Background: an optimization exercise with open tools, aiming at small area and a short achievable clock period. Do not read the settings as production practice. Function was checked by simulation only, so behaviour that the tests miss may differ from the original. Power is estimated from default activity; no workload was simulated.

==> design/flow/design.v <==
module decode_alu (
	input [31:0] inst,
	input [31:0] rs1,
	input [31:0] rs2,
	output [31:0] a,
	output [31:0] b,
	output [31:0] d,
	output [12:0] ctl
);
	wire [6:0] opc = inst[6:0];
	wire [2:0] f3 = inst[14:12];
	wire is_op    = opc == 7'b0110011;
	wire is_opimm = opc == 7'b0010011;
	wire is_lui   = opc == 7'b0110111;
	wire is_load  = opc == 7'b0000011;
	wire is_store = opc == 7'b0100011;
	wire is_br    = opc == 7'b1100011;
	wire is_alu   = is_op | is_opimm;
	wire is_sll   = is_alu & (f3 == 3'd1);
	wire is_sr    = is_alu & (f3 == 3'd5);
	wire is_slt   = is_alu & (f3[2:1] == 2'b01);
	wire do_sub   = is_op & (f3 == 3'd0) & inst[30];
	wire do_add   = (is_alu & (f3 == 3'd0)) | is_load | is_store | is_lui;
	wire i2 = inst[2], i4 = inst[4];
	wire rev = i4 & (f3 == 3'b001);                    
	wire shp = i4 & ~i2 & (f3[1:0] == 2'b01);          
	wire [4:0] shamt = inst[5] ? rs2[4:0] : inst[24:20];
	wire fill = inst[30] & f3[2] & rs1[31];
	wire [31:0] ar;
	genvar i;
	generate for (i = 0; i < 32; i = i + 1) begin : g_rev
		assign ar[i] = rs1[31 - i];
	end endgenerate
	wire [31:0] x0 = rev ? ar : rs1;
	wire [31:0] x1 = (shp & shamt[4]) ? {{16{fill}}, x0[31:16]} : x0;
	wire [31:0] x2 = (shp & shamt[3]) ? {{8{fill}}, x1[31:8]} : x1;
	assign a = x2 & {32{~i2}};
	wire i5 = inst[5], i6 = inst[6];
	wire sub_s = (i5 & i4 & ~i2 & (f3 == 3'd0) & inst[30]) |    
	             (i4 & ~i2 & (f3[2:1] == 2'b01)) |              
	             (i6 & f3[2]);                                  
	wire [31:0] iimm = {{20{inst[31]}}, inst[31:20]};
	wire [31:0] simm = {{20{inst[31]}}, inst[31:25], inst[11:7]};
	wire [31:0] uimm = {inst[31:12], 12'b0};
	wire [31:0] bsel = ~i5 ? iimm : i2 ? uimm : (i4 | i6) ? rs2 : simm;
	assign b = bsel ^ {32{sub_s}};
	assign d = {rs2[31:16] & {16{f3 == 3'd2}}, rs2[15:8] & {8{f3 == 3'd1 || f3 == 3'd2}},
	            rs2[7:0] & {8{f3[2] == 1'b0 && f3[1:0] != 2'b11}}};
	wire is_xor = is_alu & (f3 == 3'd4);
	wire is_or  = is_alu & (f3 == 3'd6);
	wire is_and = is_alu & (f3 == 3'd7);
	wire br_x = is_br & (f3[2:1] == 2'b00);
	wire kp = do_add | is_xor | is_or | br_x;
	wire kg = is_or | is_and;
	wire en_lt = is_slt | (is_br & f3[2]);
	wire uns = is_br ? f3[1] : f3[0];
	wire ten = is_br & (f3[2:1] != 2'b01);
	wire inv = f3[0];
	wire arith = inst[30];
	wire [1:0] wk = ~is_store ? 2'd0 : (f3 == 3'd0) ? 2'd1 : (f3 == 3'd1) ? 2'd2 : (f3 == 3'd2) ? 2'd3 : 2'd0;
	assign ctl = {wk, arith, is_sr, is_sll, inv, ten, uns, en_lt, do_add, kg, kp, sub_s};
endmodule
module alu (
	input [31:0] a,
	input [31:0] b,
	input [10:0] ctl,
	output [31:0] alu_out,
	output taken
);
	wire sub = ctl[0];
	wire kp = ctl[1];
	wire kg = ctl[2];
	wire ce = ctl[3];
	wire en_lt = ctl[4];
	wire uns = ctl[5];
	wire ten = ctl[6];
	wire inv = ctl[7];
	wire kl = ctl[8];
	wire kr = ctl[9];
	wire arith = ctl[10];
	wire [31:0] p = a ^ b;
	wire [31:0] g = a & b;
	wire [32:0] c;
	prefix_carry #(.W(32)) pc0 (.p(p), .g(g), .ci(sub), .c(c));
	wire ltu = ~c[32];
	wire lt = uns ? ltu : (ltu ^ a[31] ^ ~b[31]);
	wire eq = ~|p;
	wire fill = arith & kr & a[31];
	wire [31:0] sr = $signed({fill, a}) >>> b[2:0];
	wire [31:0] sh;
	genvar i;
	generate for (i = 0; i < 32; i = i + 1) begin : g_sh
		assign sh[i] = (sr[i] & kr) | (sr[31 - i] & kl);
	end endgenerate
	wire [31:0] l = (p & {32{kp}}) | (g & {32{kg}});
	wire [31:0] r = (l ^ (c[31:0] & {32{ce}})) | sh;
	assign alu_out = {r[31:1], r[0] | (lt & en_lt)};
	assign taken = ten & ((en_lt ? lt : eq) ^ inv);
endmodule
module prefix_carry #(parameter W = 32) (
	input [W-1:0] p,
	input [W-1:0] g,
	input ci,
	output [W:0] c
);
	localparam L = (W > 16) ? 5 : (W > 8) ? 4 : (W > 4) ? 3 : (W > 2) ? 2 : 1;
	wire [W-1:0] gg [0:L];
	wire [W-1:0] pp [0:L];
	assign gg[0] = {g[W-1:1], g[0] | (p[0] & ci)};
	assign pp[0] = {p[W-1:1], 1'b0};
	genvar l, i;
	generate for (l = 0; l < L; l = l + 1) begin : g_lev
		for (i = 0; i < W; i = i + 1) begin : g_bit
			if ((i >> l) & 1) begin : g_op
				localparam integer J = ((i >> l) << l) - 1;
				assign gg[l+1][i] = gg[l][i] | (pp[l][i] & gg[l][J]);
				assign pp[l+1][i] = pp[l][i] & pp[l][J];
			end else begin : g_pass
				assign gg[l+1][i] = gg[l][i];
				assign pp[l+1][i] = pp[l][i];
			end
		end
	end endgenerate
	assign c = {gg[L], ci};
endmodule
module branch_gen (
	input [31:0] inst,
	input [31:0] pc,
	output [33:0] branch_lo      
);
	wire [11:0] bimm = {inst[31], inst[7], inst[30:25], inst[11:8]};
	wire [12:0] lo = {1'b0, pc[12:1]} + {1'b0, bimm};
	assign branch_lo = {bimm[11], lo[12], pc[31:13], lo[11:0], pc[0]};
endmodule
module branch_hi (
	input [33:0] branch_lo,
	output [31:0] branch_target
);
	wire sg = branch_lo[33];
	wire cy = branch_lo[32];
	wire [18:0] hi = branch_lo[31:13];
	wire dn = sg & ~cy;
	wire [18:0] x = hi ^ {19{dn}};
	wire [18:0] t;
	genvar i;
	generate for (i = 0; i < 19; i = i + 1) begin : g_t
		if (i == 0) begin : g0
			assign t[i] = 1'b1;
		end else begin : gn
			assign t[i] = &x[i-1:0];
		end
	end endgenerate
	wire [18:0] hi_t = hi ^ (t & {19{cy ^ sg}});
	assign branch_target = {hi_t, branch_lo[12:0]};
endmodule
module store_format (
	input [31:0] d,
	input [1:0] kind,       
	input [1:0] lane,
	output [31:0] write_data,
	output [3:0] write_mask
);
	assign write_data = d << {lane, 3'b000};
	wire [3:0] m = kind == 2'd1 ? 4'b0001 : kind == 2'd2 ? 4'b0011 : kind == 2'd3 ? 4'b1111 : 4'b0000;
	assign write_mask = kind == 2'd3 ? 4'b1111 : m << lane;
endmodule
module chronos_ex (
	input clk,
	input rst,               
	input in_valid,
	input [31:0] inst,
	input [31:0] pc,
	input [31:0] rs1_data,
	input [31:0] rs2_data,
	output reg out_valid,
	output reg [31:0] result,
	output reg br_taken,
	output reg [31:0] br_target,
	output [31:0] mem_wdata,
	output [3:0] mem_wmask
);
	wire [31:0] a_id, b_id, d_id;
	wire [12:0] ctl_id;
	decode_alu dec (
		.inst(inst), .rs1(rs1_data), .rs2(rs2_data),
		.a(a_id), .b(b_id), .d(d_id), .ctl(ctl_id));
	wire [33:0] tgt_id;
	branch_gen bgen (.inst(inst), .pc(pc), .branch_lo(tgt_id));
	reg v1;
	reg [31:0] a1, b1, d1;
	reg [33:0] tgt1;
	reg [12:0] ctl1;
	always @(posedge clk) begin
		v1 <= rst & in_valid;
		a1 <= a_id;
		b1 <= b_id;
		d1 <= d_id;
		tgt1 <= tgt_id;
		ctl1 <= ctl_id;
	end
	wire [31:0] alu_out;
	wire taken;
	alu _alu (.a(a1), .b(b1), .ctl(ctl1[10:0]), .alu_out(alu_out), .taken(taken));
	wire [31:0] tgt2;
	branch_hi bhi (.branch_lo(tgt1), .branch_target(tgt2));
	reg [31:0] d_q;
	reg [1:0] sk_q;
	always @(posedge clk) begin
		out_valid <= rst & v1;
		result <= alu_out;
		br_taken <= taken;
		br_target <= tgt2;
		d_q <= d1;
		sk_q <= ctl1[12:11];
	end
	store_format sf (.d(d_q), .kind(sk_q), .lane(result[1:0]),
		.write_data(mem_wdata), .write_mask(mem_wmask));
endmodule
==> design/flow/flow/run.sh <==
#!/bin/bash
# Own layout flow: the standard layout (standard.sh, standard synthesis
# unchanged), except that buffer_ports gives every port a buf_1 buffer.
# make's full output goes to standard.log; each ORFS step logs under orfs/logs/.
set -euo pipefail
export BUFFER_PORTS_ARGS="-buffer_cell sky130_fd_sc_hd__buf_1"
bash standard.sh > standard.log 2>&1
==> design/flow/standard.sh <==
#!/bin/bash
# synth_recipe.tcl (not shown) runs the flow's synth.tcl, then flattens the netlist and writes it again
# the make line also repeats each setting of config.mk as NAME=value (left out here)
make -C /OpenROAD-flow-scripts/flow DESIGN_CONFIG=/design/flow/config.mk WORK_HOME=/design/flow/orfs CLKGATE_MAP_FILE= SYNTH_SCRIPT=/design/flow/synth_recipe.tcl "${@:-finish}"
==> design/flow/config.mk <==
export PLATFORM = sky130hd
export DESIGN_NAME = chronos_ex
export DESIGN_NICKNAME = chronos_ex
export VERILOG_FILES = /design/flow/design.v
export SDC_FILE = /design/flow/constraint.sdc
export NUM_CORES = 4
export LEC_CHECK = 0
export CAP_MARGIN = 20
export CORE_MARGIN = 2
export CORE_UTILIZATION = 55
export CTS_CLUSTER_DIAMETER = 80
export CTS_CLUSTER_SIZE = 30
export SETUP_SLACK_MARGIN = 2.5
export SLEW_MARGIN = 20
==> design/flow/constraint.sdc <==
create_clock -name core_clock -period 5.5 [get_ports {clk}]
set_input_delay 1.1000 -clock core_clock [delete_from_list [all_inputs] [get_ports {clk}]]
set_output_delay 1.1000 -clock core_clock [all_outputs]
set_load 0.01 [all_outputs]
==> results of run 1 <==
worst paths after layout:
check / from / cells after the start / slack (ns) / to
worst max-delay path: b1[0] / 11 / 2.57 / result[0]
worst min-delay path: d1[28] / 0 / 0.33 / d_q[28]
worst max register to register: b1[0] / 11 / 2.57 / result[0]
worst min register to register: d1[28] / 0 / 0.33 / d_q[28]
registers in the layout, indices dropped and copies added, names as in the netlist, 2 cells and up:
| name | cells |
|---|---|
| tgt1 | 34 |
| ctl1 | 13 |
| result | 32 |
| a1 | 32 |
| br_target | 32 |
| d_q | 32 |
| b1 | 32 |
| d1 | 32 |
| sk_q | 2 |
per-layer routing:
layer | vias up | track usage
li1 | 4929 | -
met1 | 4729 | 0.4100
met2 | 455 | 0.4441
met3 | 47 | 0.04819
met4 | 0 | 0.07664
met5 | - | 0
report_power, final:
part	total, mW	switching [mW]	internal, mW
Sequential	2.01	0.101	1.91
Clock	1.17	0.631	0.538
Combinational	0.894	0.524	0.369
Total	4.07	1.26	2.82
cell type report:
cell class | count | area (um^2) | area share
timing repair buffer | 250 | 1051 | 0.07768
tap | 275 | 344.1 | 0.02543
sequential | 244 | 4891 | 0.3615
multi-input combinational | 926 | 6676 | 0.4935
clock inverter | 7 | 108.9 | 0.008046
clock buffer | 15 | 375.4 | 0.02774
inverter | 22 | 82.58 | 0.006104
cells in the final DEF (no fill, tap or decap), drive strengths merged, types with 4 or more instances in the layout:
master,count
a211oi,17
a21o,18
a21oi,71
a221o,27
a221oi,19
a22oi,36
a31oi,15
and2,46
buf,247
clkbuf,18
clkinv,4
dfxtp,244
ha,45
inv,25
mux2,39
mux2i,69
mux4,11
nand2,125
nand2b,8
nand3,13
nand3b,5
nand4,7
nor2,81
nor2b,25
nor3,14
nor4,8
o211ai,7
o21a,6
o21ai,70
o21bai,5
o22ai,4
or2,4
xnor2,38
xor2,57
repair_timing:
| action | 4_1_cts | 5_1_grt |
|---|---|---|
| gates resized for setup | 7 | 17 |
| hold buffers | 0 | 0 |
| pin swaps | 0 | 2 |
| buffers inserted | 0 | 3 |
| gates cloned | 0 | 2 |
| setup endpoints to repair | 18 | 48 |
worst max-delay path: cells and delay by family (launching register included):
kind,cells,cell delay (ns)
buf+inv,1,0.16
xor+xnor,1,0.13
fa+ha+maj,1,0.33
compound gates,5,1.32
simple gates,3,0.50
flops,1,0.37
cells by family (layout without fill, tap and decap cells):
| logic type | count (synthesis) | count (layout) | synth area share |
|---|---|---|---|
| AO/OA/AOI/OAI | 311 | 311 | 0.1757 |
| XOR/XNOR | 95 | 95 | 0.07003 |
| adder cells (fa/ha/maj) | 47 | 47 | 0.04992 |
| buffers and inverters | 100 | 294 | 0.03254 |
| flip-flops | 244 | 244 | 0.4111 |
| multiplexers | 119 | 119 | 0.1159 |
| AND/OR/NAND/NOR | 353 | 354 | 0.1448 |
metrics by stage:
step                      worst slack, ns    util  total power [mW]  hold WS (ns)  instances
after CTS                           2.502  0.6371             4.067        0.3291       1734
after global placement              2.059  0.6124             2.889        0.3098       1712
final                               2.573  0.6416             4.072        0.3330       1739
after floorplan                     2.510       -             2.619        0.3096       1269
after global routing                2.517  0.6416             4.251        0.3323       1739
after detailed placement            2.042  0.6129             2.899        0.3121       1712
==> run notes, run 1 <==
- Post-Place Cell Area: 12920 um^2
- First-pass DRT Iterations: 5
- Number of global-route vias before repair: 9115
- Slew @ Worst Pin: 0.9019 ns
- Crit Path Max Fanout: 16
- Detail Route Antenna Nets: 0
- Fin Setup TNS: 0 ns
- Initial DRC count: 748
- Root Buffer: clkbuf_16
- Core ar.: 21090 um^2
- Final setup viols: 0
- Final Instance Area: 13530 um^2
- Clock tree buffer depth: 3
- Area Growth Syn to Fin: 13.87%
- Crit path DAT: 3.31 ns
- Final clock period utilization by the worst path: 0.5322
- Antenna violations before repair: 0
- Top cell type's share of synthesized area: 0.4111
- Die width: 151.0 um
- Most frequent cells after synthesis: dfxtp_1, nand2_1, nor2_1
- Clk slew on worst S/H paths: 0.10 ns
- Largest net degree at the start of global routing: 50
- Yosys Warn Count: 2
- Clock Sinks: 244
- Final hold viol count: 0
- Worst Path Required: 5.88 ns
- Setup crit end kind: register
- WL met2: 14750 um
- P_leak: 5.335 nW
- Max Used Layer: met4
- DR vias/cell: 5.842
- IR drop worst, VDD: 0.2398 mV
- Routability Congestion: 0.9755
- Fill cells: 1867
- Post-synthesis register bit count: 244
- Die Ht: 151.0 um
- Max-capacitance violation count: 0
- Gr usage total: 0.2850
- Leading area contributor after synthesis: dfxtp_1
- Mapped Avg Cell Area: 9.363 um^2
- Via count: 10160
- Final min period: 2.927 ns
- IO buf count: 232
- Critical path, cell by cell: buf_12, ha_1, a21o_1, and4_2, o211ai_2, nand3_2, a31oi_4, nor4b_4, o21a_2, xnor2_1, a221o_1
- Post-synth EDFFs: 0
- Status: timing/DRC/antenna clean
- Final net count: 1635
- CTS tree: built
- Most common cell in the synthesized netlist: dfxtp_1
- Critical-path top delay cell: dfxtp_4
- Critical path class: reg -> reg
- Share of cells above drive strength 1: 0.08060
- Site row count: 53
- Max-slew violations: 0
- H-Tree Depth: 1
- Remaining DRCs: 0
- DIE AREA: 22800 um^2
- Seq/Total Area, Yosys: 0.4111
- Fmax achieved: 341.6 MHz
- WL met3: 2763 um
- Antenna Cells: 0
- Mapped Cells: 1269
- Starting Density: 0.5634
- Syn nets: 1446
- RSZ-0062 raised after global routing: false
- Power per cell area: 301.0 nW/um^2
- Hold crit path type: reg -> reg
- Clock skew: 0.01321 ns
- Type of element launching the critical path: register
- Met1 WL: 15140 um
- Dominant cells by area after synthesis: dfxtp_1, mux2i_1, ha_1
- Clock Latency Late Sink: 0.49 ns
- Global-route wire length before repair: 50140 um
- Routed wire per std cell: 19.29 um
- Max_slew headroom: 0.3987
- Total grt overflow: 0
- Clock buffer count from CTS: 14
- Final wirelength: 33550 um
- Main synth FF type: dfxtp_1
- Dpl hpwl: 25940 um
- I/O Pins: 233
- Cell variety after synth: 62
- Async set-reset flop share out of synthesis: 0
- Mapped cell area: 11880 um^2
- Max incr delay on CP: 0.37 ns
==> run 2: changes to the inputs <==
--- a/design/flow/config.mk
+++ b/design/flow/config.mk
@@ -6,9 +6,9 @@
 export NUM_CORES = 4
 export LEC_CHECK = 0
-export CAP_MARGIN = 20
+export CAP_MARGIN = 0
 export CORE_MARGIN = 2
 export CORE_UTILIZATION = 55
 export CTS_CLUSTER_DIAMETER = 80
 export CTS_CLUSTER_SIZE = 30
-export SETUP_SLACK_MARGIN = 2.5
-export SLEW_MARGIN = 20
+export SETUP_SLACK_MARGIN = 2.3
+export SLEW_MARGIN = 0
==> run notes, run 2 <==
- Status: timing/DRC/antenna clean
- Clock Latency Late Sink: 0.49 ns (about the same)
- Largest family of logic cells by synthesized area: compound AO/OA/AOI/OAI gates
- WHS: 0.3170 ns (-0.01601 ns)
- Post-synth EDFFs: 0 (unchanged)
- Yosys Warn Count: 2 (unchanged)
- Slew @ Worst Pin: 1.311 ns (+0.4089 ns)
- Most frequent cells in the layout: dfxtp_1, buf_1, nand2_1, nor2_1, a21oi_1
- Type of element launching the critical path: register
- Via count: 10070 (-0.93%)
- Core ar.: 21090 um^2 (unchanged)
- Starting Density: 0.5634 (unchanged)
- Post-Synth XOR/XNOR Area: 0.07003 (unchanged)
- CP bufs+invs: 1 (unchanged)
- Critical path, cell by cell: buf_6, ha_1, a21o_1, and4_1, o211ai_2, nand3_2, a31oi_4, nor4b_4, o21a_2, xnor2_1, a221o_1
- Max-slew violations: 0 (unchanged)
- Fraction of the mapped netlist area in adder cells: 0.04992 (unchanged)
- IR drop worst, VDD: 0.2556 mV (+6.6%)
- Max_slew headroom: 0.1249 (-0.2738)
- H-Tree Depth: 1 (unchanged)
- Power per cell area: 305.0 nW/um^2 (+1.4%)
- Fmax achieved: 325.5 MHz (-4.7%)
- Crit path DAT: 3.45 ns (+0.14 ns)
- Share of cells above drive strength 1: 0.07055 (-0.01005)
- Dominant cells by area after synthesis: dfxtp_1, mux2i_1, ha_1
- Most common cell in the synthesized netlist: dfxtp_1
- Global-route wire length before repair: 50110 um (about the same)
- Reg with most FFs: tgt1
- Post-Place Cell Area: 12910 um^2 (about the same)
- Fin Setup TNS: 0 ns (unchanged)
- Clock tree buffer depth: 3 (unchanged)
- CTS tree: built
- Clk slew on worst S/H paths: 0.11 ns (about the same)
- IO buf count: 232 (unchanged)
- Post-layout util: 0.6374 (-0.004213)
- Largest register FFs: 34 (unchanged)
- Final wirelength: 33310 um (-0.74%)
- DR vias/cell: 5.802 (-0.70%)
- Max incr delay on CP: 0.36 ns (about the same)
- Routed wire per std cell: 19.20 um (-0.51%)
- Detail Route Antenna Nets: 0 (unchanged)
- Hold crit path type: reg -> reg
- Site row count: 53 (unchanged)
- Final setup viols: 0 (unchanged)
- Die width: 151.0 um (unchanged)
- Number of global-route vias before repair: 9060 (-0.60%)
- Total grt overflow: 0 (unchanged)
- Final hold viol count: 0 (unchanged)
- Gr usage total: 0.2853 (+0.0003303)
- Mapped Cells: 1269 (unchanged)
- Area Growth Syn to Fin: 13.12%
- Top cell type's share of synthesized area: 0.4111 (unchanged)
- Syn nets: 1446 (unchanged)
- Final clock period utilization by the worst path: 0.5585 (+0.02631)
- Cell variety after synth: 62 (unchanged)
- Mapped Avg Cell Area: 9.363 um^2 (unchanged)
- RSZ-0062 raised after global routing: true
- Leading area contributor after synthesis: dfxtp_1
- Antenna Cells: 0 (unchanged)
- Initial DRC count: 683 (-8.7%)
- P_leak: 5.298 nW (-0.68%)
- Mux share of post-synthesis cell area: 0.1159 (unchanged)
- Remaining DRCs: 0 (unchanged)
- Antenna violations before repair: 0 (unchanged)
- Largest net degree at the start of global routing: 50 (unchanged)
- Main synth FF type: dfxtp_1
- Die Ht: 151.0 um (unchanged)
- Final Instance Area: 13440 um^2 (-0.66%)
- Crit path max-delay family: compound AO/OA/AOI/OAI gates
- Most common cell after layout, fill and taps aside: dfxtp_1
- I/O Pins: 233 (unchanged)
- Most frequent cells after synthesis: dfxtp_1, nand2_1, nor2_1
- Clock Sinks: 244 (unchanged)
- Seq/Total Area, Yosys: 0.4111 (unchanged)
- Clock skew: 0.02237 ns (+0.009156 ns)
- Root Buffer: clkbuf_16
- Setup crit end kind: register
- Compound-Gate Fraction of Synth Area: 0.1757 (unchanged)
- Post-synthesis register bit count: 244 (unchanged)
- Max-capacitance violation count: 0 (unchanged)
- First-pass DRT Iterations: 5 (unchanged)
- Post-CTS setup buffers: 0 (unchanged)
- DIE AREA: 22800 um^2 (unchanged)
- Crit Path Max Fanout: 31 (+15)
- Routability Congestion: 0.9755 (unchanged)
- Async set-reset flop share out of synthesis: 0 (unchanged)
- Final net count: 1631 (-0.24%)
- Final min period: 3.072 ns (+0.1447 ns)
- Post-Synth Simple-Gate Area: 0.1448 (unchanged)
- Critical path class: reg -> reg
- Dpl hpwl: 25930 um (about the same)
- Clock buffer count from CTS: 15 (+1)
- Mapped cell area: 11880 um^2 (unchanged)
- Critical-path top delay cell: a221o_1
- Worst Path Required: 5.88 ns (about the same)
run 2: cell counts after synthesis:
Identical to the previous run, type by type.
run 2: repair_timing:
item	4_1_cts	5_1_grt
pin swaps	0	0
hold buffers	0	0
endpoints found under the setup margin	8	9
resized for setup	1	4
run 2: per-layer routing:
metal,GRT usage,up-vias,wire [um]
li1,-,4913,-
met1,0.4061,4655,14860
met2,0.4464,448,14580
met3,0.04819,50,2943
met4,0.08411,0,917
met5,0,-,0
run 2: final timing paths:
check,depth (start not counted),slack (ns),end,start
max,11,2.43,result[0],b1[0]
min,0,0.32,br_target[4],tgt1[4]
max reg2reg,11,2.43,result[0],b1[0]
min reg2reg,0,0.32,br_target[4],tgt1[4]
run 2: final cells by class:
type / instances / area, um^2
inverters: 22 / 82.58
fillers: 1889 / 7647
well taps: 275 / 344.1
clock inverters: 8 / 133.9
flip-flops and latches: 244 / 4885
clock buffers: 15 / 375.4
repair buffers: 246 / 979.7
multi-input cells: 925 / 6640
run 2: logic make-up (layout without fill, tap and decap cells):
logic type	Yosys count	after routing
simple gates	353	353
xor+xnor	95	95
mux	119	119
flops	244	244
fa+ha+maj	47	47
compound gates	311	311
buf+inv	100	291
run 2: where the power goes:
part | internal (mW) | leakage [nW] | switching [mW] | total (mW)
Combinational | 0.355 | 3.03 | 0.518 | 0.873
Clock | 0.551 | 0.244 | 0.668 | 1.22
Sequential | 1.91 | 2.02 | 0.0995 | 2.01
Total | 2.81 | 5.30 | 1.29 | 4.10
run 2: stage by stage:
stage | total power, mW | setup WS, ns | cells
floorplan | 2.619 | 2.510 | 1269
finish | 4.100 | 2.428 | 1735
CTS | 4.102 | 2.360 | 1735
detailed placement | 2.899 | 2.059 | 1712
global placement | 2.889 | 2.059 | 1712
global route | 4.279 | 2.290 | 1735
run 2: worst register-to-register path: stages (launching register included):
cell and delay, ns:
dfxtp_1 0.34, buf_6 0.29, ha_1 0.33, a21o_1 0.22, and4_1 0.25, o211ai_2 0.21, nand3_2 0.17, a31oi_4 0.31
nor4b_4 0.10, o21a_2 0.25, xnor2_1 0.13, a221o_1 0.36
==> run 3: changes to the inputs <==
--- a/design/flow/config.mk
+++ b/design/flow/config.mk
@@ -11,4 +11,4 @@
 export CTS_CLUSTER_DIAMETER = 80
 export CTS_CLUSTER_SIZE = 30
-export SETUP_SLACK_MARGIN = 2.3
+export SETUP_SLACK_MARGIN = 2.5
 export SLEW_MARGIN = 0
==> run notes, run 3 <==
- Dominant cells by area after synthesis: dfxtp_1, mux2i_1, ha_1
- Post-synth EDFFs: 0 (unchanged)
- Post-synthesis register bit count: 244 (unchanged)
- Starting Density: 0.5634 (unchanged)
- Max_slew headroom: 0.1277 (+0.002806)
- Final min period: 2.893 ns (-0.1789 ns)
- Final Power: 4.121 mW (+0.52%)
- Main synth FF type: dfxtp_1
- DR vias/cell: 5.806 (about the same)
- Total grt overflow: 0 (unchanged)
- Most frequent cells after synthesis: dfxtp_1, nand2_1, nor2_1
- Final hold viol count: 0 (unchanged)
- Post-Place Cell Area: 12910 um^2 (unchanged)
- Final net count: 1634 (+0.18%)
- Clock Latency Late Sink: 0.49 ns (about the same)
- Antenna Cells: 0 (unchanged)
- Mapped Cells: 1269 (unchanged)
- Flop2flop setup slack: 2.61 ns (+0.18 ns)
- Multi-input gate area: 6659 um^2 (+0.28%)
- FF-to-FF Start: b1[0]
- Clock tree buffer depth: 3 (unchanged)
- Final wirelength: 33570 um (+0.80%)
- Crit Path Max Fanout: 37 (+19%)
- Antenna violations before repair: 0 (unchanged)
- Fin Setup TNS: 0 ns (unchanged)
- Clk slew on worst S/H paths: 0.12 ns (about the same)
- IR drop worst, VDD: 0.2562 mV (+0.25%)
- Reg2Reg Depth: 11 (unchanged)
- RSZ-0062 raised after global routing: false
- Type of element launching the critical path: register
- Global-route wire length before repair: 50200 um (+0.18%)
- Critical path class: reg -> out
- H-Tree Depth: 1 (unchanged)
- Power per cell area: 304.6 nW/um^2 (-0.15%)
- Number of global-route vias before repair: 9073 (+0.14%)
- P_leak: 5.335 nW (+0.69%)
- Final clock period utilization by the worst path: 0.5260 (-0.03252)
- IO buf count: 232 (unchanged)
- Storage cell area: 4888 um^2 (about the same)
- Gr usage total: 0.2859 (+0.0005784)
- Site row count: 53 (unchanged)
- Fill cells: 1882 (-0.37%)
- Largest net degree at the start of global routing: 50 (unchanged)
- First-pass DRT Iterations: 6 (+1)
- Worst Path Required: 4.40 ns (-1.48 ns)
- Async set-reset flop share out of synthesis: 0 (unchanged)
- Clock buffer count from CTS: 15 (unchanged)
- Die Ht: 151.0 um (unchanged)
- Reg2reg end: result[0]
- Top cell type's share of synthesized area: 0.4111 (unchanged)
- Area Growth Syn to Fin: 13.88%
- Reg with most FFs: tgt1
- Root Buffer: clkbuf_16
- Slew @ Worst Pin: 1.307 ns (-0.004203 ns)
- Max-capacitance violation count: 0 (unchanged)
- Core ar.: 21090 um^2 (unchanged)
- Crit. Startpoint: result[0]
- Final Instance Area: 13530 um^2 (+0.67%)
- Fmax achieved: 345.7 MHz (+6.2%)
- CTS tree: built
- Setup crit end kind: output pin
- Yosys Warn Count: 2 (unchanged)
- Detail Route Antenna Nets: 0 (unchanged)
- Die width: 151.0 um (unchanged)
- Leading area contributor after synthesis: dfxtp_1
- Largest register FFs: 34 (unchanged)
- DIE AREA: 22800 um^2 (unchanged)
- Crit path DAT: 1.79 ns (-1.66 ns)
- Seq/Total Area, Yosys: 0.4111 (unchanged)
- Hold crit path type: reg -> reg
- Mapped cell area: 11880 um^2 (unchanged)
- Syn nets: 1446 (unchanged)
- Clock skew: 0.02253 ns (+0.0001621 ns)
- Remaining DRCs: 0 (unchanged)
- Routability Congestion: 0.9755 (unchanged)
- Routed wire per std cell: 19.32 um (+0.63%)
- Most frequent cells in the layout: dfxtp_1, buf_1, nand2_1, nor2_1, a21oi_1
- Cell variety after synth: 62 (unchanged)
- Max-slew violations: 0 (unchanged)
- Mapped Avg Cell Area: 9.363 um^2 (unchanged)
- Dpl hpwl: 25930 um (unchanged)
- I/O Pins: 233 (unchanged)
- Clock Sinks: 244 (unchanged)
- Status: timing/DRC/antenna clean
- Share of cells above drive strength 1: 0.07724 (+0.006691)
- Most common cell in the synthesized netlist: dfxtp_1
- Hold path startpoint: tgt1[4]
- Initial DRC count: 784 (+15%)
- WHS: 0.3150 ns (-0.001965 ns)
- CP endpoint: mem_wmask[2]
- Final setup viols: 0 (unchanged)
- Via count: 10090 (+0.24%)
- Most common cell after layout, fill and taps aside: dfxtp_1
-- run 3: layout make-up --
class,instances,area share
Clock buffer,15,0.02774
Tap cell,275,0.02543
Inverter,22,0.006103
Multi-Input combinational cell,925,0.4921
Timing Repair Buffer,249,0.07740
Sequential cell,244,0.3613
Clock inverter,8,0.009895
-- run 3: how the worst min path moves through the flow --
stage                   end  slack, ns  cells after the start
2_1_floorplan  br_target[0]       0.31                      0
3_3_place_gp        d_q[30]       0.31                      0
3_5_place_dp        d_q[31]       0.31                      0
4_1_cts        br_target[4]       0.32                      0
5_1_grt        br_target[4]       0.32                      0
6_report       br_target[4]       0.31                      0
-- run 3: metrics by stage --
stage               setup slack (ns)  cells  utilization
floorplan                      2.510   1269            -
global placement               2.059   1712       0.6124
detailed placement             2.059   1712       0.6124
CTS                            2.514   1735       0.6380
global route                   2.504   1738       0.6416
finish                         2.607   1738       0.6416
-- run 3: worst max-delay path: stages (launching register included) --
cell	delay, ns
dfxtp_1	0.34
buf_6	0.27
nor2b_4	0.32
o21ai_0	0.11
o31ai_1	0.08
buf_1	0.18
-- run 3: routing by layer --
layer | GRT usage | routed length [um] | part of all wire | up-vias
met4 | 0.08411 | 948 | 0.028 | 0
met5 | 0 | 0 | 0 | -
met1 | 0.4061 | 14920 | 0.44 | 4684
met3 | 0.04789 | 3009 | 0.090 | 53
li1 | - | - | - | 4919
met2 | 0.4486 | 14690 | 0.44 | 434
-- run 3: where the power goes --
part | internal (mW) | leakage, nW | switching [mW]
sequential | 1.91 | 2.02 | 0.102
clock | 0.551 | 0.244 | 0.669
combinational | 0.369 | 3.07 | 0.521
total | 2.83 | 5.34 | 1.29
-- run 3: kinds of logic (layout without fill, tap and decap cells) --
group,after synthesis,after routing,share of synthesized area
AOI/OAI and AO/OA,311,311,0.1757
xor gates and xnor gates,95,95,0.07003
adders and majority gates,47,47,0.04992
buffers and inverters,100,294,0.03254
DFF,244,244,0.4111
muxes,119,119,0.1159
and+or+nand+nor,353,353,0.1448
-- run 3: timing repair --
action | CTS | global route
setup endpoints to repair | 17 | 44
cloned | 0 | 1
gates resized for setup | 8 | 16
hold buffers | 0 | 0
pin swaps | 0 | 2
setup buffers | 0 | 2
==> run 4: changes to the inputs <==
--- a/design/flow/config.mk
+++ b/design/flow/config.mk
@@ -13,2 +13,4 @@
 export SETUP_SLACK_MARGIN = 2.5
 export SLEW_MARGIN = 0
+export SYNTH_HIERARCHICAL = 1
+export SYNTH_MINIMUM_KEEP_SIZE = 0
==> run notes, run 4 <==
- Status: timing/DRC/antenna clean
- Site row count: 56 (+5.7%)
- IO buf count: 232 (unchanged)
- Die Ht: 158.0 um (+4.6%)
- Setup crit end kind: output pin
- Max_slew headroom: 0.1681 (+0.04039)
- I/O Pins: 233 (unchanged)
- Number of global-route vias before repair: 9578 (+5.6%)
- Dominant cells by area after synthesis: dfxtp_1, mux2i_1, ha_1
- Fmax achieved: 348.7 MHz (+0.89%)
- Dpl hpwl: 27620 um (+6.5%)
- Final setup viols: 0 (unchanged)
- Crit path DAT: 1.77 ns (-0.02 ns)
- Reg with most FFs: tgt1
- Most common cell after layout, fill and taps aside: dfxtp_1
- Crit Path Max Fanout: 37 (unchanged)
- Initial DRC count: 778 (-0.77%)
- IR drop worst, VDD: 0.2666 mV (+4.1%)
- Gr usage total: 0.2804 (-0.005491)
- Clock buffer count from CTS: 14 (-1)
- Main synth FF type: dfxtp_1
- Share of cells above drive strength 1: 0.09140 (+0.01416)
- Mapped Cells: 1341 (+5.7%)
- P_leak: 5.614 nW (+5.2%)
- Die width: 158.0 um (+4.6%)
- Cell variety after synth: 87 (+40%)
- Leading area contributor after synthesis: dfxtp_1
- Fin Setup TNS: 0 ns (unchanged)
- Area Growth Syn to Fin: 8.792%
- Yosys Warn Count: 8 (+6)
- Seq/Total Area, Yosys: 0.3747 (-0.03638)
- Most frequent cells after synthesis: dfxtp_1, nand2_1, mux2i_1
- Critical path class: reg -> out
- Largest register FFs: 34 (unchanged)
- Clock tree buffer depth: 3 (unchanged)
- Starting Density: 0.5570 (-0.006434)
- RSZ-0062 raised after global routing: false
- Slew @ Worst Pin: 1.243 ns (-0.06339 ns)
- Final min period: 2.868 ns (-0.02541 ns)
- Clock Latency Late Sink: 0.50 ns (about the same)
- Syn nets: 1518 (+5.0%)
- Most frequent cells in the layout: dfxtp_1, buf_1, nand2_1, mux2i_1, a21oi_1
- Mapped Avg Cell Area: 9.720 um^2 (+3.8%)
- Largest net degree at the start of global routing: 40 (-20%)
- First-pass DRT Iterations: 6 (unchanged)
- Post-synth EDFFs: 0 (unchanged)
- DR vias/cell: 5.734 (-1.2%)
- Async set-reset flop share out of synthesis: 0 (unchanged)
- Post-synthesis register bit count: 244 (unchanged)
- Clock skew: 0.02029 ns (-0.002241 ns)
- Final net count: 1657 (+1.4%)
- H-Tree Depth: 1 (unchanged)
- Hold buffers post-CTS: 0 (unchanged)
- Top cell type's share of synthesized area: 0.3747 (-0.03638)
- Routability Congestion: 0.9521 (-2.4%)
- Power per cell area: 295.6 nW/um^2 (-3.0%)
- Type of element launching the critical path: register
- CTS tree: built
- Max-slew violations: 0 (unchanged)
- Remaining DRCs: 0 (unchanged)
- DIE AREA: 24950 um^2 (+9.4%)
- Detail Route Antenna Nets: 0 (unchanged)
- Root Buffer: clkbuf_16
- Hold crit path type: reg -> reg
- Total grt overflow: 0 (unchanged)
- Most common cell in the synthesized netlist: dfxtp_1
- Routed wire per std cell: 19.92 um (+3.1%)
- Final clock period utilization by the worst path: 0.5214 (-0.004620)
- Final hold viol count: 0 (unchanged)
- Via count: 10370 (+2.7%)
- Mapped cell area: 13040 um^2 (+9.7%)
- Final Power: 4.192 mW (+1.7%)
- Final wirelength: 36020 um (+7.3%)
- Antenna violations before repair: 1 (+1)
- Max-capacitance violation count: 0 (unchanged)
- Clock Sinks: 244 (unchanged)
- Global-route wire length before repair: 53700 um (+7.0%)
- Worst Path Required: 4.40 ns (about the same)
- Core ar.: 23400 um^2 (+11%)
- Clk slew on worst S/H paths: 0.10 ns (-0.02 ns)
==> run 4: final cells by class <==
class	instances	area, um^2
Sequential cell	244	4886
Inverter	33	123.9
Clock buffer	15	375.4
Multi-Input combinational cell	940	7236
Antenna cell	1	2.502
Fill cell	2150	9221
Timing Repair Buffer	247	1022
Clock inverter	9	136.4
Tap cell	319	399.1
==> run 4: timing repair <==
action                                  4_1_cts  5_1_grt
endpoints found under the setup margin       25       65
gates cloned                                  0        0
buffers inserted                              0        2
pin swaps                                     0        2
resized for setup                             5       18
==> run 4: worst paths after layout <==
| check | from | endpoint | slack (ns) | cells after the start |
|---|---|---|---|---|
| hold reg to reg | tgt1[6] | br_target[6] | 0.33 | 0 |
| setup / recovery | result[0] | mem_wdata[20] | 2.63 | 5 |
| hold / removal | tgt1[6] | br_target[6] | 0.33 | 0 |
| setup reg to reg | b1[0] | result[23] | 2.68 | 11 |
==> run 4: worst max-delay path, cell delays in order, from the launching register on <==
cell and delay [ns]:
dfxtp_1 0.34, buf_6 0.29, and2b_4 0.29, nand2_1 0.07, o21ai_1 0.09, buf_1 0.19
==> run 4: kinds of logic after synthesis <==
logic type,synth area share
AOI/OAI and AO/OA,0.1822
xor gates and xnor gates,0.06518
adders and majority gates,0.04473
buffers and inverters,0.07314
DFF,0.3747
muxes,0.1398
and+or+nand+nor,0.1203
==> run 4: modules after synthesis (local to each module, per instance), excerpt <==
module        copies in the design  cells inside  cell area (um^2)
decode_alu                       1           373              2698
store_format                     1            95             626.9
branch_gen                       1           100             769.5
chronos_ex                       1           246              4897
branch_hi                        1            92             643.1
alu                              1           323              2688
==> run 4: stage by stage <==
stage	instance area [um^2]	hold WS [ns]	util	setup slack (ns)	std cells
global placement	13580	0.3095	0.5803	1.980	1781
detailed placement	13580	0.3121	0.5803	1.914	1781
CTS	14110	0.3340	0.6029	2.493	1805
floorplan	13040	0.3096	-	2.954	1341
global route	14180	0.3355	0.6060	2.500	1808
finish	14180	0.3316	0.6060	2.632	1808
==> run 4: where the power goes <==
| group | switching, mW | leakage [nW] | total, mW | internal, mW |
|---|---|---|---|---|
| Sequential | 0.0949 | 2.02 | 2.00 | 1.91 |
| Clock | 0.646 | 0.246 | 1.23 | 0.580 |
| Combinational | 0.559 | 3.34 | 0.962 | 0.403 |
| Total | 1.30 | 5.61 | 4.19 | 2.89 |
==> run 4: routing by layer <==
metal  share of wire  vias up  track usage
met5               0        -            0
met4           0.029        0      0.09567
met3           0.078       54      0.04955
met2            0.46      409       0.4534
met1            0.43     4847       0.3789
li1                -     5057            -
==> run 5: changes to the inputs <==
--- a/design/flow/config.mk
+++ b/design/flow/config.mk
@@ -11,6 +11,4 @@
 export CTS_CLUSTER_DIAMETER = 80
 export CTS_CLUSTER_SIZE = 30
-export SETUP_SLACK_MARGIN = 2.5
+export SETUP_SLACK_MARGIN = 2.6
 export SLEW_MARGIN = 0
-export SYNTH_HIERARCHICAL = 1
-export SYNTH_MINIMUM_KEEP_SIZE = 0
==> run notes, run 5 <==
- Via count: 10110 (-2.4%)
- Dpl hpwl: 25690 um (-7.0%)
- Antenna Cells: 0 (-1)
- Antenna violations before repair: 1 (unchanged)
- Mux share of post-synthesis cell area: 0.1159 (-0.02381)
- Max incr delay on CP: 0.42 ns (+0.08 ns)
- Critical path, cell by cell: ha_2, a21o_1, a21o_1, a21o_1, a21o_1, a21o_1, or3_1, o21a_2, xnor2_1, a221o_1
- Gr usage total: 0.2883 (+0.007912)
- Slew @ Worst Pin: 1.211 ns (-0.03275 ns)
- Die width: 151.0 um (-4.4%)
- DR vias/cell: 5.809 (+1.3%)
- Site row count: 53 (-5.4%)
- Fraction of the mapped netlist area in adder cells: 0.04992 (+0.005185)
- GR peak layer: met2
- Dominant cells by area after synthesis: dfxtp_1, mux2i_1, ha_1
- RSZ-0062 raised after global routing: false
- Post-Synth XOR/XNOR Area: 0.07003 (+0.004854)
- Most frequent cells in the layout: dfxtp_1, buf_1, nand2_1, nor2_1, a21oi_1
- Area Growth Syn to Fin: 14.45%
- Number of global-route vias before repair: 9306 (-2.8%)
- IR drop worst, VDD: 0.2013 mV (-24%)
- Top cell by count, worst path: a21o_1
- Most common cell after layout, fill and taps aside: dfxtp_1
- Remaining DRCs: 0 (unchanged)
- Root Buffer: clkbuf_16
- Global-route wire length before repair: 51010 um (-5.0%)
- DIE AREA: 22800 um^2 (-8.6%)
- Cell variety after synth: 62 (-29%)
- Initial DRC count: 688 (-12%)
- First-pass DRT Iterations: 5 (-1)
- P_leak: 5.343 nW (-4.8%)
- Clock tree buffer depth: 3 (unchanged)
- Post-synthesis register bit count: 244 (unchanged)
- Most common cell in the synthesized netlist: dfxtp_1
- Worst Path Required: 5.87 ns (+1.47 ns)
- Post-synth EDFFs: 0 (unchanged)
- Final wirelength: 33280 um (-7.6%)
- Starting Density: 0.5634 (+0.006434)
- H-Tree Depth: 1 (unchanged)
- Routability Congestion: 0.9320 (-2.1%)
- Seq/Total Area, Yosys: 0.4111 (+0.03638)
- Mapped cell area: 11880 um^2 (-8.9%)
- Die Ht: 151.0 um (-4.4%)
- Compound-Gate Fraction of Synth Area: 0.1757 (-0.006532)
- IO buf count: 232 (unchanged)
- Final net count: 1637 (-1.2%)
- I/O Pins: 233 (unchanged)
- Clock skew: 0.02884 ns (+0.008550 ns)
- Largest family of logic cells by synthesized area: compound AO/OA/AOI/OAI gates
- Critical path class: reg -> reg
- Critical-path top delay cell: dfxtp_2
- Crit path DAT: 3.22 ns (+1.45 ns)
- Crit path max-delay family: compound AO/OA/AOI/OAI gates
- Detail Route Antenna Nets: 0 (unchanged)
- Max-slew violations: 0 (unchanged)
- Power per cell area: 300.2 nW/um^2 (+1.5%)
- Hold buffers post-CTS: 0 (unchanged)
- Fmax achieved: 350.9 MHz (+0.61%)
- Clock Sinks: 244 (unchanged)
- Mapped Avg Cell Area: 9.363 um^2 (-3.7%)
- Most frequent cells after synthesis: dfxtp_1, nand2_1, nor2_1
- WHS: 0.3179 ns (-0.01368 ns)
- CP bufs+invs: 0 (-2)
- Type of element launching the critical path: register
- Fin Setup TNS: 0 ns (unchanged)
- CTS tree: built
- Final hold viol count: 0 (unchanged)
- Clk slew on worst S/H paths: 0.11 ns (about the same)
- Async set-reset flop share out of synthesis: 0 (unchanged)
- Max_slew headroom: 0.1802 (+0.01214)
- Share of cells above drive strength 1: 0.08390 (-0.007496)
- Leading area contributor after synthesis: dfxtp_1
- Clock buffer count from CTS: 14 (unchanged)
- Crit Path Max Fanout: 5 (-86%)
- Global Route met1 Usage: 0.4279 (+0.04897)
- Routing usage on met3: 0.04789 (-0.001657)
- Total grt overflow: 0 (unchanged)
- Met2 Use GR: 0.4311 (-0.02228)
- Status: timing/DRC/antenna clean
- Final clock period utilization by the worst path: 0.5182 (-0.003175)
- Largest net degree at the start of global routing: 50 (+25%)
- Final min period: 2.850 ns (-0.01746 ns)
- Top cell type's share of synthesized area: 0.4111 (+0.03638)
- Setup crit end kind: register
- Syn nets: 1446 (-4.7%)
- Main synth FF type: dfxtp_1
- Core ar.: 21090 um^2 (-9.9%)
- Final setup viols: 0 (unchanged)
- Max-capacitance violation count: 0 (unchanged)
- Routed wire per std cell: 19.11 um (-4.1%)
- Yosys Warn Count: 2 (-6)
- Clock Latency Late Sink: 0.50 ns (about the same)
- Hold crit path type: reg -> reg
- Largest register FFs: 34 (unchanged)
- Post-Synth Simple-Gate Area: 0.1448 (+0.02453)
- Reg with most FFs: tgt1
- Mapped Cells: 1269 (-5.4%)
==> run 5: cell count changes after synthesis, moves of 15 or more <==
cell      delta
buf_4       -55
clkbuf_1    +26
mux2_1      -18
mux2_2      +15
mux2_4      -20
mux2i_1     -20
nand2_1     +35
nor2_1      +19
o21ai_0     +32
o21ai_1     -30
o22ai_1     -16
==> run 5: area by class of cell <==
cell class | instances | area (um^2)
Fill cell | 1883 | 7490
Multi-Input combinational cell | 926 | 6705
Sequential cell | 244 | 4891
Timing Repair Buffer | 252 | 1095
Clock buffer | 15 | 375.4
Tap cell | 275 | 344.1
Clock inverter | 7 | 105.1
Inverter | 22 | 82.58
==> run 5: cell families after synthesis <==
family,Yosys count
buf+inv,100
flops,244
fa+ha+maj,47
mux,119
xor+xnor,95
simple gates,353
compound gates,311
==> run 5: final timing paths <==
| path | startpoint | endpoint | slack (ns) | depth (start not counted) |
|---|---|---|---|---|
| setup / recovery | a1[25] | result[0] | 2.65 | 10 |
| hold / removal | tgt1[3] | br_target[3] | 0.32 | 0 |
| setup reg to reg | a1[25] | result[0] | 2.65 | 10 |
| hold reg to reg | tgt1[3] | br_target[3] | 0.32 | 0 |
==> run 5: what timing repair did <==
| action | 4_1_cts | 5_1_grt |
|---|---|---|
| endpoints found under the setup margin | 36 | 61 |
| endpoints found under the hold margin | 0 | 0 |
| gates cloned | 1 | 1 |
| resized for setup | 14 | 19 |
| pin swaps | 2 | 7 |
| buffers inserted | 2 | 1 |
==> run 5: power breakdown <==
part           switching [mW]  internal, mW  leakage (nW)
Combinational           0.531         0.377          3.09
Clock                   0.631         0.536         0.233
Sequential             0.0982          1.91          2.02
Total                    1.26          2.82          5.34
==> run 5: stage by stage <==
step	cell area, um^2	std cells	setup WS [ns]	total power, mW	util
finish	13600	1741	2.650	4.082	0.6448
global route	13600	1741	2.572	4.264	0.6448
CTS	13510	1739	2.597	4.081	0.6405
detailed placement	12940	1714	2.121	2.900	0.6134
global placement	12940	1714	2.114	2.895	0.6134
floorplan	11890	1269	2.626	2.620	-
==> run 5: layer usage <==
metal,up-vias,part of all wire
li1,4917,-
met1,4649,0.46
met2,488,0.42
met3,60,0.086
met4,0,0.027
met5,-,0
==> run 5: worst reg2reg max path, cell delays in order, from the launching register on <==
cell and delay, ns:
dfxtp_2 0.42, ha_2 0.34, a21o_1 0.20, a21o_1 0.20
a21o_1 0.18, a21o_1 0.18, a21o_1 0.21, or3_1 0.31
o21a_2 0.22, xnor2_1 0.13, a221o_1 0.36
==> run 6: changes to the inputs <==
--- a/design/flow/config.mk
+++ b/design/flow/config.mk
@@ -8,6 +8,6 @@
 export CAP_MARGIN = 0
 export CORE_MARGIN = 2
-export CORE_UTILIZATION = 55
-export CTS_CLUSTER_DIAMETER = 80
+export CORE_UTILIZATION = 60
+export CTS_CLUSTER_DIAMETER = 60
 export CTS_CLUSTER_SIZE = 30
 export SETUP_SLACK_MARGIN = 2.6
==> run notes, run 6 <==
- Max incr delay on CP: 0.37 ns (-0.05 ns)
- Clock Sinks: 244 (unchanged)
- Initial DRC count: 803 (+17%)
- Most frequent cells after synthesis: dfxtp_1, nand2_1, nor2_1
- Final wirelength: 32620 um (-2.0%)
- Yosys Warn Count: 2 (unchanged)
- Total grt overflow: 0 (unchanged)
- Dominant cells by area after synthesis: dfxtp_1, mux2i_1, ha_1
- Seq/Total Area, Yosys: 0.4111 (unchanged)
- I/O Pins: 233 (unchanged)
- First-pass DRT Iterations: 5 (unchanged)
- Final hold viol count: 0 (unchanged)
- IR drop worst, VDD: 0.2470 mV (+23%)
- Max_slew headroom: 0.1375 (-0.04271)
- Worst Path Required: 5.90 ns (+0.03 ns)
- Clk slew on worst S/H paths: 0.10 ns (about the same)
- Final Power: 4.374 mW (+7.2%)
- Largest register FFs: 34 (unchanged)
- H-Tree Depth: 1 (unchanged)
- Starting Density: 0.6105 (+0.04705)
- Antenna Cells: 0 (unchanged)
- Number of global-route vias before repair: 9322 (+0.17%)
- Gr usage total: 0.3066 (+0.01821)
- P_leak: 5.452 nW (+2.0%)
- Share of cells above drive strength 1: 0.08752 (+0.003615)
- Main synth FF type: dfxtp_1
- Root Buffer: clkbuf_16
- Fin Setup TNS: 0 ns (unchanged)
- Power per cell area: 318.0 nW/um^2 (+6.0%)
- Crit path DAT: 3.27 ns (+0.05 ns)
- Most frequent cells in the layout: dfxtp_1, buf_1, nand2_1, nor2_1
- Dpl hpwl: 24840 um (-3.3%)
- Core ar.: 19460 um^2 (-7.7%)
- Setup crit end kind: register
- Area Growth Syn to Fin: 15.76%
- Fmax achieved: 348.0 MHz (-0.82%)
- Max-slew violations: 0 (unchanged)
- Async set-reset flop share out of synthesis: 0 (unchanged)
- Site row count: 51 (-3.8%)
- Clock tree buffer depth: 3 (unchanged)
- CTS tree: built
- Type of element launching the critical path: register
- Hold crit path type: reg -> reg
- Leading area contributor after synthesis: dfxtp_1
- Most common cell in the synthesized netlist: dfxtp_1
- Status: timing/DRC/antenna clean
- Remaining DRCs: 0 (unchanged)
- Mapped cell area: 11880 um^2 (unchanged)
- Syn nets: 1446 (unchanged)
- RSZ-0062 raised after global routing: false
- Placed cell count: 1702 (-0.70%)
- Cell variety after synth: 62 (unchanged)
- Post-layout util: 0.7067 (+0.06189)
- Critical path class: reg -> reg
- Mapped Avg Cell Area: 9.363 um^2 (unchanged)
- IO buf count: 232 (unchanged)
- Routability Congestion: 0.9847 (+5.7%)
- Clock buffer count from CTS: 18 (+4)
- Largest net degree at the start of global routing: 41 (-18%)
- DIE AREA: 20940 um^2 (-8.1%)
- Post-synthesis register bit count: 244 (unchanged)
- Via count: 10240 (+1.2%)
- Slew @ Worst Pin: 1.292 ns (+0.08143 ns)
- Crit Path Max Fanout: 3 (-2)
- Most common cell after layout, fill and taps aside: dfxtp_1
- Detail Route Antenna Nets: 0 (unchanged)
- Antenna violations before repair: 0 (-1)
- Clock skew: 0.02450 ns (-0.004337 ns)
- Global-route wire length before repair: 49710 um (-2.5%)
- Top cell type's share of synthesized area: 0.4111 (unchanged)
- Final net count: 1639 (+0.12%)
- Final clock period utilization by the worst path: 0.5225 (+0.004262)
- Die Ht: 144.7 um (-4.1%)
- Critical-path top delay cell: dfxtp_2
- Final setup viols: 0 (unchanged)
- Die width: 144.7 um (-4.1%)
- Finished Layout Cells: 1739 (-0.11%)
- Routed wire per std cell: 18.76 um (-1.9%)
- Post-synth EDFFs: 0 (unchanged)
- Mapped Cells: 1269 (unchanged)
- DR vias/cell: 5.886 (+1.3%)
- Reg with most FFs: tgt1
- Final min period: 2.874 ns (+0.02344 ns)
- Max-capacitance violation count: 0 (unchanged)
- Clock Latency Late Sink: 0.51 ns (about the same)
- Critical path, cell by cell: buf_12, ha_1, a21o_1, and4_1, o211ai_2, nand3_2, a31oi_4, nor4b_4, o21a_2, xnor2_1, a221o_1
## run 6: cell families (layout without fill, tap and decap cells)
kind of cell	Yosys count	count (layout)	share of synthesized area
AND/OR/NAND/NOR	353	354	0.1448
AO/OA/AOI/OAI	311	311	0.1757
flip-flops	244	244	0.4111
multiplexers	119	119	0.1159
buffers and inverters	100	304	0.03254
XOR/XNOR	95	95	0.07003
adder cells (fa/ha/maj)	47	47	0.04992
## run 6: per-stage QoR
step / cell area (um^2) / hold WS, ns / worst slack [ns]
after floorplan: 11890 / 0.3096 / 2.626
after global routing: 13750 / 0.3181 / 2.596
after detailed placement: 12910 / 0.3121 / 1.862
final: 13750 / 0.3186 / 2.626
after global placement: 12910 / 0.3098 / 2.045
after CTS: 13690 / 0.3232 / 2.591
## run 6: repair_timing
| action | in CTS | in global routing |
|---|---|---|
| resized for setup | 17 | 16 |
| endpoints found under the hold margin | 0 | 0 |
| setup endpoints to repair | 39 | 42 |
| hold buffers | 0 | 0 |
| buffers inserted | 2 | 1 |
| gates cloned | 1 | 1 |
| pin swaps | 3 | 3 |
## run 6: path summary, 6_finish.rpt
path / slack [ns] / cells past startpoint / end / startpoint
max: 2.63 / 11 / result[0] / b1[0]
min: 0.32 / 0 / br_target[11] / tgt1[11]
max reg2reg: 2.63 / 11 / result[0] / b1[0]
min reg2reg: 0.32 / 0 / br_target[11] / tgt1[11]
## run 6: critical path: cells and delay by family, from the launching register on
kind	cells	cell delay, ns
AO/OA/AOI/OAI	5	1.30
XOR/XNOR	1	0.15
adder cells (fa/ha/maj)	1	0.33
buffers and inverters	1	0.13
flip-flops	1	0.37
AND/OR/NAND/NOR	3	0.48
## run 6: metal layers
layer  wire (um)  global-route usage  up-vias
li1            -                   -     4939
met1       14190              0.4243     4721
met2       14240              0.4752      517
met3        3232             0.07502       58
met4         961             0.09351        0
met5           0                   0        -
## run 6: area by class of cell
type / instances / area (um^2)
sequential: 244 / 4891
clock inverter: 13 / 209.0
inverter: 22 / 82.58
timing repair buffer: 250 / 1082
tap: 265 / 331.6
clock buffer: 19 / 475.5
fill: 1551 / 5708
multi-input combinational: 926 / 6683
## run 6: where the power goes
group	switching [mW]	internal [mW]
clock network	0.754	0.714
logic	0.522	0.377
registers	0.101	1.91
total	1.38	3.00
==> run 7: changes to the inputs <==
--- a/design/flow/config.mk
+++ b/design/flow/config.mk
@@ -8,7 +8,8 @@
 export CAP_MARGIN = 0
 export CORE_MARGIN = 2
-export CORE_UTILIZATION = 60
+export CORE_UTILIZATION = 55
+export CTS_BUF_LIST = sky130_fd_sc_hd__clkbuf_8 sky130_fd_sc_hd__clkbuf_16
 export CTS_CLUSTER_DIAMETER = 60
-export CTS_CLUSTER_SIZE = 30
-export SETUP_SLACK_MARGIN = 2.6
+export CTS_CLUSTER_SIZE = 24
+export SETUP_SLACK_MARGIN = 2.85
 export SLEW_MARGIN = 0
==> run notes, run 7 <==
- Initial DRC count: 837 (+4.2%)
- Routability Congestion: 0.9456 (-4.0%)
- Area Growth Syn to Fin: 21.54%
- Main synth FF type: dfxtp_1
- Reg2Reg Depth: 11 (unchanged)
- RSZ-0062 raised after global routing: true
- Starting Density: 0.5634 (-0.04705)
- Gr usage total: 0.2916 (-0.01496)
- Placed cell count: 1713 (+0.65%)
- Fin Setup TNS: 0 ns (unchanged)
- I/O Pins: 233 (unchanged)
- Dominant cells by area after synthesis: dfxtp_1, mux2i_1, ha_1
- Worst Path Required: 4.40 ns (-1.50 ns)
- Most frequent cells after synthesis: dfxtp_1, nand2_1, nor2_1
- Seq/Total Area, Yosys: 0.4111 (unchanged)
- Clock power share: 0.313 (-0.022)
- Leading area contributor after synthesis: dfxtp_1
- Largest net degree at the start of global routing: 41 (unchanged)
- Clock Sinks: 244 (unchanged)
- Slew @ Worst Pin: 1.366 ns (+0.07384 ns)
- Setup crit end kind: output pin
- Yosys Warn Count: 2 (unchanged)
- Root Buffer: clkbuf_16
- Remaining DRCs: 0 (unchanged)
- Core ar.: 21090 um^2 (+8.4%)
- Clock skew: 0.02318 ns (-0.001320 ns)
- Finished Layout Cells: 1774 (+2.0%)
- Detail Route Antenna Nets: 0 (unchanged)
- Final setup viols: 0 (unchanged)
- Type of element launching the critical path: register
- Post-synthesis register bit count: 244 (unchanged)
- Global-route wire length before repair: 51100 um (+2.8%)
- Seq pwr share: 0.463 (+0.004)
- DR vias/cell: 5.812 (-1.2%)
- Critical path class: reg -> out
- Crit path DAT: 1.63 ns (-1.64 ns)
- Clock buffer count from CTS: 18 (unchanged)
- Cell variety after synth: 62 (unchanged)
- Final clock period utilization by the worst path: 0.4970 (-0.02550)
- Number of global-route vias before repair: 9283 (-0.42%)
- Routed wire per std cell: 19.62 um (+4.6%)
- Clock tree buffer depth: 3 (unchanged)
- Final net count: 1667 (+1.7%)
- Hold crit path type: reg -> reg
- Flop2flop setup slack: 2.86 ns (+0.23 ns)
- Mapped cell area: 11880 um^2 (unchanged)
- Crit Path Max Fanout: 11 (+8)
- FF-to-FF Start: b1[0]
- DIE AREA: 22800 um^2 (+8.8%)
- Internal Power: 3.009 mW (+0.35%)
- IO buf count: 232 (unchanged)
- Fill cells: 1746 (+13%)
- Reg with most FFs: tgt1
- Final min period: 2.733 ns (-0.1403 ns)
- Crit. Startpoint: result[1]
- Dpl hpwl: 25770 um (+3.7%)
- H-Tree Depth: 1 (unchanged)
- Via count: 10310 (+0.74%)
- Async set-reset flop share out of synthesis: 0 (unchanged)
- Power per cell area: 301.5 nW/um^2 (-5.2%)
- Post-synth EDFFs: 0 (unchanged)
- Mapped Cells: 1269 (unchanged)
- Die width: 151.0 um (+4.3%)
- Combinational fraction of design power: 0.224 (+0.019)
- Most common cell in the synthesized netlist: dfxtp_1
- P_leak: 5.744 nW (+5.4%)
- Final hold viol count: 0 (unchanged)
- Top cell type's share of synthesized area: 0.4111 (unchanged)
- Antenna violations before repair: 0 (unchanged)
- Pre-CTS setup slack: 2.079 ns (+0.2163 ns)
- Clk slew on worst S/H paths: 0.09 ns (about the same)
- Die Ht: 151.0 um (+4.3%)
- Setup WS post-layout: 2.767 ns (+0.1403 ns)
- P_sw: 1.345 mW (-2.2%)
- Reg2reg end: result[0]
- Max_slew headroom: 0.08823 (-0.04929)
- Fmax achieved: 365.9 MHz (+5.1%)
- CTS tree: built
- Status: timing/DRC/antenna clean
- First-pass DRT Iterations: 5 (unchanged)
- Site row count: 53 (+3.9%)
- CP endpoint: mem_wdata[26]
- Clock Latency Late Sink: 0.51 ns (about the same)
- Syn nets: 1446 (unchanged)
- Mapped Avg Cell Area: 9.363 um^2 (unchanged)
- Share of cells above drive strength 1: 0.1561 (+0.06859)
- Largest register FFs: 34 (unchanged)
- Final wirelength: 34800 um (+6.7%)
- Antenna Cells: 0 (unchanged)
- Most common cell after layout, fill and taps aside: dfxtp_1
- Sw Share: 0.3090 (-0.005557)
- Most frequent cells in the layout: dfxtp_1, buf_1, nand2_1, nor2_1, a21oi_1
- Max-capacitance violation count: 0 (unchanged)
- Total grt overflow: 0 (unchanged)
- IR drop worst, VDD: 0.2205 mV (-11%)
- Max-slew violations: 0 (unchanged)
run 7: layout make-up:
type / instances / area, um^2 / area share
clock buffer: 19 / 475.5 / 0.03293
clock inverter: 10 / 127.6 / 0.008838
inverter: 22 / 86.33 / 0.005979
multi-input combinational: 928 / 7020 / 0.4862
sequential: 244 / 4913 / 0.3403
tap: 275 / 344.1 / 0.02383
timing repair buffer: 276 / 1473 / 0.1020
run 7: per-layer routing:
metal,GRT usage,up-vias,share of wire,wire length [um]
li1,-,4987,-,-
met1,0.4124,4760,0.44,15430
met2,0.4466,500,0.43,15050
met3,0.06295,62,0.095,3290
met4,0.08785,2,0.029,1000
met5,0.01364,-,0.0010,35
run 7: worst min path at each step:
stage	endpoint	startpoint	cells after the start	slack (ns)
finish	d_q[30]	d1[30]	0	0.33
global route	d_q[14]	d1[14]	0	0.33
CTS	d_q[21]	d1[21]	0	0.33
detailed placement	d_q[19]	d1[19]	0	0.31
global placement	d_q[14]	d1[14]	0	0.31
floorplan	br_target[0]	tgt1[0]	0	0.31
run 7: logic make-up after synthesis:
logic type | count (synthesis) | synth area share
fa+ha+maj | 47 | 0.04992
xor+xnor | 95 | 0.07003
buf+inv | 100 | 0.03254
mux | 119 | 0.1159
simple gates | 353 | 0.1448
flops | 244 | 0.4111
compound gates | 311 | 0.1757
run 7: power by group through the flow:
stage | sequential, mW | combinational, mW | clock [mW]
after floorplan | 2.01 | 0.612 | 0
after global placement | 2.04 | 0.848 | 0
after detailed placement | 2.04 | 0.858 | 0
after CTS | 2.01 | 0.912 | 1.39
after global routing | 2.03 | 1.06 | 1.46
final | 2.01 | 0.977 | 1.36
run 7: critical path: stages, from the launching register on:
cell      delay [ns]
dfxtp_4         0.42
buf_12          0.17
nor2b_1         0.05
a211oi_1        0.27
a21oi_1         0.07
buf_1           0.13
run 7: repair_timing:
item	in CTS	in global routing
endpoints found under the setup margin	104	100
pin swaps	8	23
buffers inserted	14	9
gates resized for setup	54	97
hold buffers	0	0
cloned	5	4
run 7: metrics by stage:
| step | utilization | hold WS, ns | total power [mW] | instance area [um^2] |
|---|---|---|---|---|
| after floorplan | - | 0.3096 | 2.625 | 11960 |
| after global placement | 0.6153 | 0.3098 | 2.893 | 12970 |
| after detailed placement | 0.6153 | 0.3121 | 2.902 | 12970 |
| after CTS | 0.6625 | 0.3325 | 4.306 | 13970 |
| after global routing | 0.6848 | 0.3343 | 4.547 | 14440 |
| final | 0.6848 | 0.3255 | 4.354 | 14440 |
==> run 8: changes to the inputs <==
--- a/design/flow/config.mk
+++ b/design/flow/config.mk
@@ -12,4 +12,4 @@
 export CTS_CLUSTER_DIAMETER = 60
 export CTS_CLUSTER_SIZE = 24
-export SETUP_SLACK_MARGIN = 2.85
+export SETUP_SLACK_MARGIN = 2.6
 export SLEW_MARGIN = 0
==> run notes, run 8 <==
- Top cell type's share of synthesized area: 0.4111 (unchanged)
- Share of cells above drive strength 1: 0.08696 (-0.06915)
- Routed wire per std cell: 19.05 um (-2.9%)
- Fill cells: 1853 (+6.1%)
- Post-synth EDFFs: 0 (unchanged)
- P_leak: 5.389 nW (-6.2%)
- Die Ht: 151.0 um (unchanged)
- IO buf count: 232 (unchanged)
- Max incr delay on CP: 0.40 ns (-0.02 ns)
- Most frequent cells after synthesis: dfxtp_1, nand2_1, nor2_1
- Critical path depth in cells: 10 (+5)
- Fmax achieved: 355.8 MHz (-2.7%)
- Final min period: 2.810 ns (+0.07707 ns)
- Clock tree buffer depth: 3 (unchanged)
- Top cell by count, worst path: a21o_1
- Async set-reset flop share out of synthesis: 0 (unchanged)
- Final clock period utilization by the worst path: 0.5110 (+0.01401)
- Sw Share: 0.3033 (-0.005626)
- Max-slew violations: 0 (unchanged)
- Final net count: 1640 (-1.6%)
- Most common cell after layout, fill and taps aside: dfxtp_1
- Main synth FF type: dfxtp_1
- Final Power: 4.214 mW (-3.2%)
- Seq pwr share: 0.476 (+0.013)
- Status: timing/DRC/antenna clean
- Critical path, cell by cell: ha_2, a21o_1, a21o_1, a21o_1, a21o_1, a21o_1, or3_1, o21a_2, xnor2_1, a221o_1
- Leading area contributor after synthesis: dfxtp_1
- Most frequent cells in the layout: dfxtp_1, buf_1, nand2_1, nor2_1, a21oi_1
- Root Buffer: clkbuf_16
- Setup crit end kind: register
- Crit path DAT: 3.20 ns (+1.57 ns)
- Starting Density: 0.5634 (unchanged)
- Max_slew headroom: 0.1867 (+0.09846)
- Crit path max-delay family: compound AO/OA/AOI/OAI gates
- Max-capacitance violation count: 0 (unchanged)
- Clock power share: 0.309 (-0.004)
- Fin Setup TNS: 0 ns (unchanged)
- Clock Latency Late Sink: 0.51 ns (about the same)
- CTS tree: built
- Combinational fraction of design power: 0.215 (-0.009)
- Gr usage total: 0.2879 (-0.003702)
- Worst Path Required: 5.89 ns (+1.49 ns)
- Crit. Startpoint: a1[25]
- IR drop worst, VDD: 0.3083 mV (+40%)
- Hold buffers post-CTS: 0 (unchanged)
- Reg2Reg Depth: 10 (-1)
- Detail Route Antenna Nets: 0 (unchanged)
- Internal Power: 2.935 mW (-2.4%)
- Clock skew: 0.01415 ns (-0.009034 ns)
- CP bufs+invs: 0 (-2)
- Clk slew on worst S/H paths: 0.09 ns (about the same)
- Antenna Cells: 0 (unchanged)
- Most common cell in the synthesized netlist: dfxtp_1
- Reg2reg end: result[0]
- Area Growth Syn to Fin: 15.21%
- Yosys Warn Count: 2 (unchanged)
- CP endpoint: result[0]
- Mapped cell area: 11880 um^2 (unchanged)
- Final setup viols: 0 (unchanged)
- Hold crit path type: reg -> reg
- Flop2flop setup slack: 2.69 ns (-0.17 ns)
- Reg with most FFs: tgt1
- Via count: 10050 (-2.5%)
- Power per cell area: 307.8 nW/um^2 (+2.1%)
- Remaining DRCs: 0 (unchanged)
- Number of global-route vias before repair: 9313 (+0.32%)
- FF-to-FF Start: a1[25]
- Post-layout util: 0.6491 (-0.03566)
- Slew @ Worst Pin: 1.201 ns (-0.1648 ns)
- Core ar.: 21090 um^2 (unchanged)
- Crit Path Max Fanout: 5 (-6)
## run 8: area by class of cell
class | instances | area [um^2] | area share
Timing Repair Buffer | 252 | 1095 | 0.07998
Multi-Input combinational cell | 926 | 6701 | 0.4896
Sequential cell | 244 | 4893 | 0.3575
Tap cell | 275 | 344.1 | 0.02514
Clock buffer | 17 | 425.4 | 0.03108
Inverter | 22 | 82.58 | 0.006033
Clock inverter | 11 | 146.4 | 0.01069
## run 8: repair_timing
item	in CTS	in global routing
endpoints found under the setup margin	36	59
setup buffers	2	1
resized for setup	14	20
cloned	1	1
pin swaps	2	7
endpoints found under the hold margin	0	0
## run 8: layer usage
| metal | vias up | GRT usage | part of all wire | wire length (um) |
|---|---|---|---|---|
| li1 | 4928 | - | - | - |
| met1 | 4564 | 0.4163 | 0.45 | 15020 |
| met2 | 494 | 0.4286 | 0.42 | 13860 |
| met3 | 64 | 0.06084 | 0.099 | 3295 |
| met4 | 0 | 0.09346 | 0.033 | 1100 |
| met5 | - | 0 | 0 | 0 |
## run 8: how the worst min path moves through the flow
stage	endpoint	from	cells after the start
final	d_q[25]	d1[25]	0
after global routing	d_q[25]	d1[25]	0
after CTS	d_q[25]	d1[25]	0
after detailed placement	d_q[10]	d1[10]	0
after floorplan	br_target[0]	tgt1[0]	0
after global placement	d_q[10]	d1[10]	0
## run 8: cell families after synthesis
logic type / share of synthesized area
and+or+nand+nor: 0.1448
AOI/OAI and AO/OA: 0.1757
DFF: 0.4111
muxes: 0.1159
buffers and inverters: 0.03254
xor gates and xnor gates: 0.07003
adders and majority gates: 0.04992
## run 8: power groups by stage
stage | clock network, mW | registers, mW | logic, mW
floorplan | 0 | 2.01 | 0.607
detailed placement | 0 | 2.04 | 0.859
global route | 1.39 | 2.02 | 0.991
global placement | 0 | 2.04 | 0.854
CTS | 1.33 | 2.00 | 0.882
finish | 1.30 | 2.01 | 0.905
## run 8: stage by stage
stage	std cells	hold WS (ns)	setup slack [ns]	area, um^2
floorplan	1269	0.3096	2.626	11890
global placement	1714	0.3100	2.114	12940
detailed placement	1714	0.3121	2.121	12940
CTS	1745	0.3155	2.591	13600
global route	1747	0.3240	2.587	13690
finish	1747	0.3186	2.690	13690
## run 8: worst register-to-register path, delay by kind of cell (launching register included)
kind / cells / cell delay (ns)
AOI/OAI and AO/OA: 7 / 1.54
and+or+nand+nor: 1 / 0.31
DFF: 1 / 0.40
xor gates and xnor gates: 1 / 0.12
adders and majority gates: 1 / 0.32

Re-timed with assumed drivers on the ports (clkbuf_16 on the clock, buf_2 on other inputs), run 8 has 2.652 ns of setup slack against 2.690 ns with ideal ports, and 2.196 ns once port delays also move by the mid clock arrival of 0.547 ns.
